This is an optimization exercise on Yosys and OpenROAD, whose aim is small area, not a production implementation. The RTL was checked by simulation tests, not by an equivalence proof against the original design. No activity file was given, so power comes from the tool's default toggle rates.

## xenon
==> flow/design.v <==
`timescale 1ns / 1ps
module uart2rffe_top
(
    input  clk,
    input  rst_n,
    input  FPGA_RX,
    output FPGA_TX,
    output spi_clk_rffe,
    output spi_sdo_rffe,
    output spi_le_rffe
);
reg [10:0] rxs;
always @(posedge clk)
    if (!rst_n) rxs <= 11'h7ff;
    else        rxs <= {rxs[9:0], FPGA_RX};
wire [2:0] ones = rxs[4] + rxs[5] + rxs[6] + rxs[7] + rxs[8] + rxs[9] + rxs[10];
wire rxd = (ones >= 3'd4);
localparam R_S3 = 4'd3, R_IDLE = 4'd4, R_LOCK = 4'd5, R_SBD = 4'd6, R_START = 4'd7, R_D0 = 4'd8;
reg [3:0] pos;
reg [8:0] rc;        
reg [1:0] ist;       
reg [3:0] n;         
reg [63:0] F;        
reg [2:0] z;         
reg P;               
localparam [8:0] U0 = 9'h055, U217 = 9'h0fa, U432 = 9'h115, U433 = 9'h02a;
function [8:0] lfsr(input [8:0] s);
    lfsr = {s[7:0], s[8] ^ s[4]};
endfunction
wire rtick  = (rc == U433);              
wire rsamp  = (rc == U0);                
wire ridle  = (pos[3:1] == 3'b010);      
wire instop = (pos[3:2] == 2'b00);
wire rstart = (pos == R_IDLE) && !rxd;
wire done   = rtick && (pos == R_S3);
always @(posedge clk) begin
    if (!rst_n) begin
        pos <= R_IDLE;
        ist <= 2'd0;
        n   <= 4'd0;
    end else begin
        if (!rxd && (instop || pos == R_IDLE))
            pos <= (done) ? R_LOCK : R_SBD;
        else if (rtick && !ridle)
            pos <= pos + 4'd1;
        if (rstart)
            n <= 4'd0;
        else if (rtick && pos == R_START && n != 4'd11)
            n <= n + 4'd1;
        if (rstart)            ist <= 2'd0;
        else if (done)         ist <= 2'd1;
        else if (ist == 2'd1)  ist <= 2'd2;
        else if (ist == 2'd2)  ist <= 2'd3;
        else                   ist <= 2'd0;
    end
end
always @(posedge clk)
    if (!rxd && (instop || pos == R_IDLE)) rc <= U217;
    else if (rtick)                        rc <= U0;
    else                                   rc <= lfsr(rc);
wire [7:0] b7 = F[7:0];
always @(posedge clk)
    if (rsamp && pos[3]) begin
        F <= {rxd, F[63:1]};
        if (pos == R_D0) begin
            P <= (z == 3'd5);
            z <= (b7 == 8'h01) ? 3'd1 :
                 (b7 == 8'h02) ? 3'd2 :
                 (b7 == 8'hAA) ? 3'd3 :
                 (b7 == 8'h55) ? 3'd4 :
                 (b7 == 8'h5D && z == 3'd4) ? 3'd5 : 3'd0;
        end
    end
wire act   = ist[1];
wire valid = (n == 4'd11) && P && (F[63:56] == 8'h0A) && (F[55:48] == 8'h0D);
wire [1:0] cmd = z[2] ? 2'd0 : z[1:0];
reg sbusy, spend;
reg [2:0] pres;
reg [5:0] d;         
wire m23 = (cmd == 2'd2);
wire spi_go = act && valid && (cmd == 2'd1 || cmd == 2'd2) && !sbusy;
always @(posedge clk) begin
    if (!rst_n) begin
        sbusy <= 1'b0;
        spend <= 1'b0;
    end else begin
        spend <= spi_go;
        if (!sbusy) begin
            if (spend) sbusy <= 1'b1;
        end else if (pres == 3'd4 && d == (m23 ? 6'd0 : 6'd16))
            sbusy <= 1'b0;
    end
    pres <= (sbusy && pres != 3'd4) ? pres + 3'd1 : 3'd0;
    if (!sbusy) d <= m23 ? 6'd50 : 6'd48;
    else if (pres == 3'd4) d <= d - 6'd1;
end
wire [22:0] W = {F[6:0], F[15:8], F[23:16]};
wire wbit  = W[d[5:1]];
wire ssc12 = m23 ? (d == 6'd49 || d == 6'd48) : (d == 6'd47 || d == 6'd46);
wire datap = m23 ? (d <= 6'd45) : (d <= 6'd43);
assign spi_le_rffe  = !sbusy;
assign spi_clk_rffe = sbusy && datap && d[0];
assign spi_sdo_rffe = sbusy && (ssc12 || (datap && wbit));
localparam T_STOP = 4'd0, T_IDLE = 4'd1, T_PEND = 4'd2, T_PRE = 4'd6, T_START = 4'd7;
reg [3:0] q;
reg [3:0] p;         
reg [8:0] tc;        
wire ttick = (tc == U433);
wire tx_ready = (q == T_IDLE) || (q == T_PEND);
wire tx_go = act && tx_ready && (!valid || cmd == 2'd3);
always @(posedge clk) begin
    if (!rst_n)
        q <= T_IDLE;
    else if (q == T_IDLE) begin
        if (tx_go) q <= T_PEND;
    end else if (q == T_PEND)
        q <= T_PRE;
    else if (ttick) begin
        if (q == T_STOP) q <= (p == 4'd0) ? T_IDLE : T_START;
        else             q <= q + 4'd1;
    end
    if (tx_go)
        p <= valid ? 4'd14 : 4'd7;
    else if (ttick && q == T_STOP)
        p <= (p == 4'd8) ? 4'd2 : p - 4'd1;
    if (q == T_PEND)  tc <= U432;
    else if (ttick)   tc <= U0;
    else              tc <= lfsr(tc);
end
reg [7:0] ch;
always @(*)
    case (p)
    4'd0:  ch = 8'h0A;
    4'd1:  ch = 8'h0D;
    4'd2:  ch = 8'h21;
    4'd3:  ch = 8'h72;
    4'd4:  ch = 8'h6F;
    4'd5:  ch = 8'h72;
    4'd6:  ch = 8'h72;
    4'd7:  ch = 8'h65;
    4'd8:  ch = 8'h4B;
    4'd9:  ch = 8'h4F;
    4'd10: ch = 8'h20;
    4'd11: ch = 8'h41;
    4'd12: ch = 8'h47;
    4'd13: ch = 8'h50;
    4'd14: ch = 8'h45;
    default: ch = 8'hxx;
    endcase
wire txb = (q == T_START) ? 1'b0 : q[3] ? ch[q[2:0]] : 1'b1;
assign FPGA_TX = !rst_n || txb;
endmodule
==> flow/config.mk <==
export PLATFORM = sky130hd
export DESIGN_NAME = uart2rffe_top
export DESIGN_NICKNAME = uart2rffe_top
export VERILOG_FILES = /design/flow/design.v
export SDC_FILE = /design/flow/constraint.sdc
export NUM_CORES = 4
export LEC_CHECK = 0
export CAP_MARGIN = 20
export CORE_MARGIN = 2
export CORE_UTILIZATION = 40
export CTS_BUF_LIST = sky130_fd_sc_hd__clkbuf_4
export CTS_CLUSTER_DIAMETER = 200
export CTS_CLUSTER_SIZE = 50
export PLACE_DENSITY = 0.6
export SLEW_MARGIN = 20
==> flow/constraint.sdc <==
create_clock -name core_clock -period 20.0 [get_ports {clk}]
set_input_delay 4.0000 -clock core_clock [delete_from_list [all_inputs] [get_ports {clk}]]
set_output_delay 4.0000 -clock core_clock [all_outputs]
set_load 0.01 [all_outputs]
standard.sh (not shown) runs the stock make flow with config.mk's settings and CLKGATE_MAP_FILE= SYNTH_SCRIPT=/design/flow/synth_recipe.tcl, a recipe that flattens the netlist after the stock synthesis.
==> flow/flow/run.sh <==
#!/bin/bash
# The standard layout, with clock tree synthesis told not to add dummy loads
# for balancing. Make's full output goes to standard_flow.log; ORFS keeps each
# step's own log under orfs/logs/.
set -euo pipefail
export CTS_ARGS='-sink_clustering_enable -repair_clock_nets -sink_clustering_size 50 -sink_clustering_max_diameter 200 -root_buf sky130_fd_sc_hd__clkbuf_16 -buf_list sky130_fd_sc_hd__clkbuf_4 -dont_use_dummy_load'
bash standard.sh > standard_flow.log 2>&1
Per the final summary, xenon finished and its layout is clean on timing, DRC and antenna.
Setup changes, xenon to pepper
-- flow/flow/run.sh --
<<< xenon, line 6
export CTS_ARGS='-sink_clustering_enable -repair_clock_nets -sink_clustering_size 50 -sink_clustering_max_diameter 200 -root_buf sky130_fd_sc_hd__clkbuf_16 -buf_list sky130_fd_sc_hd__clkbuf_4 -dont_use_dummy_load'
>>> pepper, line 6
export CTS_ARGS='-sink_clustering_enable -repair_clock_nets -sink_clustering_size 50 -sink_clustering_max_diameter 200 -root_buf sky130_fd_sc_hd__clkbuf_8 -buf_list sky130_fd_sc_hd__clkbuf_4 -dont_use_dummy_load'
Results
pepper and xenon ended up with nearly the same mean number of vias per cell.
Comparing pepper against xenon, there is no change at all in filler cell count.
Looking at power share of the sequential group across pepper and xenon, the one that comes out lower is xenon.
pepper and xenon ended up with nearly the same final worst-path cycle share.
Buffers plus inverters on the worst setup path came out exactly the same in pepper and xenon.
Fmax: xenon vs pepper — no meaningful difference
> inputs changed (pepper -> indigo)
# pepper
export LEC_CHECK = 0
export CAP_MARGIN = 20
export CORE_MARGIN = 2
export CORE_UTILIZATION = 40
export CTS_BUF_LIST = sky130_fd_sc_hd__clkbuf_4
export CTS_CLUSTER_DIAMETER = 200
export CTS_CLUSTER_SIZE = 50
export PLACE_DENSITY = 0.6
export SLEW_MARGIN = 20
create_clock -name core_clock -period 20.0 [get_ports {clk}]
# indigo
export LEC_CHECK = 0
export CAP_MARGIN = 20
export CORE_MARGIN = 2
export CORE_UTILIZATION = 40
export CTS_BUF_LIST = sky130_fd_sc_hd__clkbuf_8
export CTS_CLUSTER_DIAMETER = 200
export CTS_CLUSTER_SIZE = 50
export PLACE_DENSITY = 0.6
export SLEW_MARGIN = 20
create_clock -name core_clock -period 20.0 [get_ports {clk}]
-- flow/flow/run.sh --
<<< pepper, line 6
export CTS_ARGS='-sink_clustering_enable -repair_clock_nets -sink_clustering_size 50 -sink_clustering_max_diameter 200 -root_buf sky130_fd_sc_hd__clkbuf_8 -buf_list sky130_fd_sc_hd__clkbuf_4 -dont_use_dummy_load'
>>> indigo, line 6
export CTS_ARGS="-sink_clustering_enable -repair_clock_nets -sink_clustering_size 50 -sink_clustering_max_diameter 200 -buf_list sky130_fd_sc_hd__clkbuf_8 -dont_use_dummy_load"
==> comparison <==
indigo went all the way through the flow, and no timing, DRC or antenna check failed. indigo vs. pepper: number of instances in the synthesized netlist did not really move; depth of the worst register-to-register path now sits at about the same level; proportion of power drawn by combinational gates dropped 0.3 points. Going from pepper to indigo, number of DRC markers in iteration 0 went down 27, first-pass GRT wire length saw an increase, worst hold slack across all endpoints comparable. indigo vs. pepper: global-route total usage across every layer held, core utilization of the finished layout went up 0.73 points. Compare indigo and pepper | post-synthesis to final-layout area growth lower: pepper.
#### Input delta (garnet over indigo)
# indigo
export LEC_CHECK = 0
export CAP_MARGIN = 20
export CORE_MARGIN = 2
export CORE_UTILIZATION = 40
export CTS_BUF_LIST = sky130_fd_sc_hd__clkbuf_8
export CTS_CLUSTER_DIAMETER = 200
export CTS_CLUSTER_SIZE = 50
export PLACE_DENSITY = 0.6
export SLEW_MARGIN = 20
create_clock -name core_clock -period 20.0 [get_ports {clk}]
# garnet
export LEC_CHECK = 0
export CAP_MARGIN = 20
export CORE_MARGIN = 2
export CORE_UTILIZATION = 40
export CTS_BUF_LIST = sky130_fd_sc_hd__clkbuf_4
export CTS_CLUSTER_DIAMETER = 200
export CTS_CLUSTER_SIZE = 50
export PLACE_DENSITY = 0.6
export SLEW_MARGIN = 20
create_clock -name core_clock -period 20.0 [get_ports {clk}]
-- flow/flow/run.sh --
<<< indigo, line 6
export CTS_ARGS="-sink_clustering_enable -repair_clock_nets -sink_clustering_size 50 -sink_clustering_max_diameter 200 -buf_list sky130_fd_sc_hd__clkbuf_8 -dont_use_dummy_load"
>>> garnet, line 6
export CTS_ARGS='-sink_clustering_enable -repair_clock_nets -sink_clustering_size 40 -sink_clustering_max_diameter 300 -sink_clustering_levels 1 -buf_list sky130_fd_sc_hd__clkbuf_8 -dont_use_dummy_load'
==> comparison <==
garnet finished end to end and its layout was clean on timing, DRC and antenna. Re cell count after synthesis: no difference whatsoever between garnet and indigo. As far as total core area goes, indigo and garnet are indistinguishable; the numbers are identical. Delta (garnet minus indigo): final area about even; met3 track demand over resource held steady. Compared with indigo, in garnet critical path depth flat, non-filler instance count after layout flat, sequential share of layout area flat.
#### Input delta (juniper over garnet)
-- flow/flow/run.sh --
<<< garnet, line 6
export CTS_ARGS='-sink_clustering_enable -repair_clock_nets -sink_clustering_size 40 -sink_clustering_max_diameter 300 -sink_clustering_levels 1 -buf_list sky130_fd_sc_hd__clkbuf_8 -dont_use_dummy_load'
>>> juniper, line 6
export CTS_ARGS="-sink_clustering_enable -repair_clock_nets -sink_clustering_size 50 -sink_clustering_max_diameter 200 -buf_list sky130_fd_sc_hd__clkbuf_4 -dont_use_dummy_load"
Notes after the runs:
- Diff garnet -> juniper: worst-case headroom to the max-slew limit went up by 0.18 points, number of clock buffers inserted by TritonCTS closely matched the old numbers, worst hold slack comparable, total power moved down, global-route usage level.
- Sort garnet and juniper by relative contribution of combinational cells to total power asc -> top: garnet
- From garnet to juniper the numbers moved as follows: cell area moved down; number of DRC markers in iteration 0 moved down.
- Diff garnet -> juniper: arrival time at the worst endpoint went down; worst setup margin went up; internal power component went down.

afterwards: timing with drivers on the ports:
In the flow no input, the clock included, has a driving cell. The finished layouts below were timed again as built, in two steps. Step 1 sets driving cells, clkbuf_16 on the clock port and buf_2 on the other inputs (assumed; they add their load-dependent delay and slew). Step 2, shift: input delay + t, output delay - t, t = (earliest + latest rising clock arrival at the registers) / 2. This alone moves slack from input paths to output paths. Slacks: no drivers / after step 1 / after step 2; pairs: no drivers / after step 1.
| run | shift t [ns] | slack for setup (ns) | hold WS [ns] | worst register clock-pin slew, ns |
|---|---|---|---|---|
| xenon | 0.387 | 10.455 / 10.433 / 10.433 | 0.398 / 0.398 / 0.398 | 0.12 / 0.12 |
| pepper | 0.432 | 10.454 / 10.432 / 10.432 | 0.398 / 0.398 / 0.398 | 0.12 / 0.12 |
| indigo | 0.462 | 10.445 / 10.423 / 10.423 | 0.396 / 0.396 / 0.396 | 0.07 / 0.07 |
| garnet | 0.462 | 10.445 / 10.423 / 10.423 | 0.396 / 0.396 / 0.396 | 0.07 / 0.07 |
| juniper | 0.538 | 10.457 / 10.435 / 10.435 | 0.398 / 0.398 / 0.398 | 0.12 / 0.12 |
After both steps every run listed still meets setup and hold.
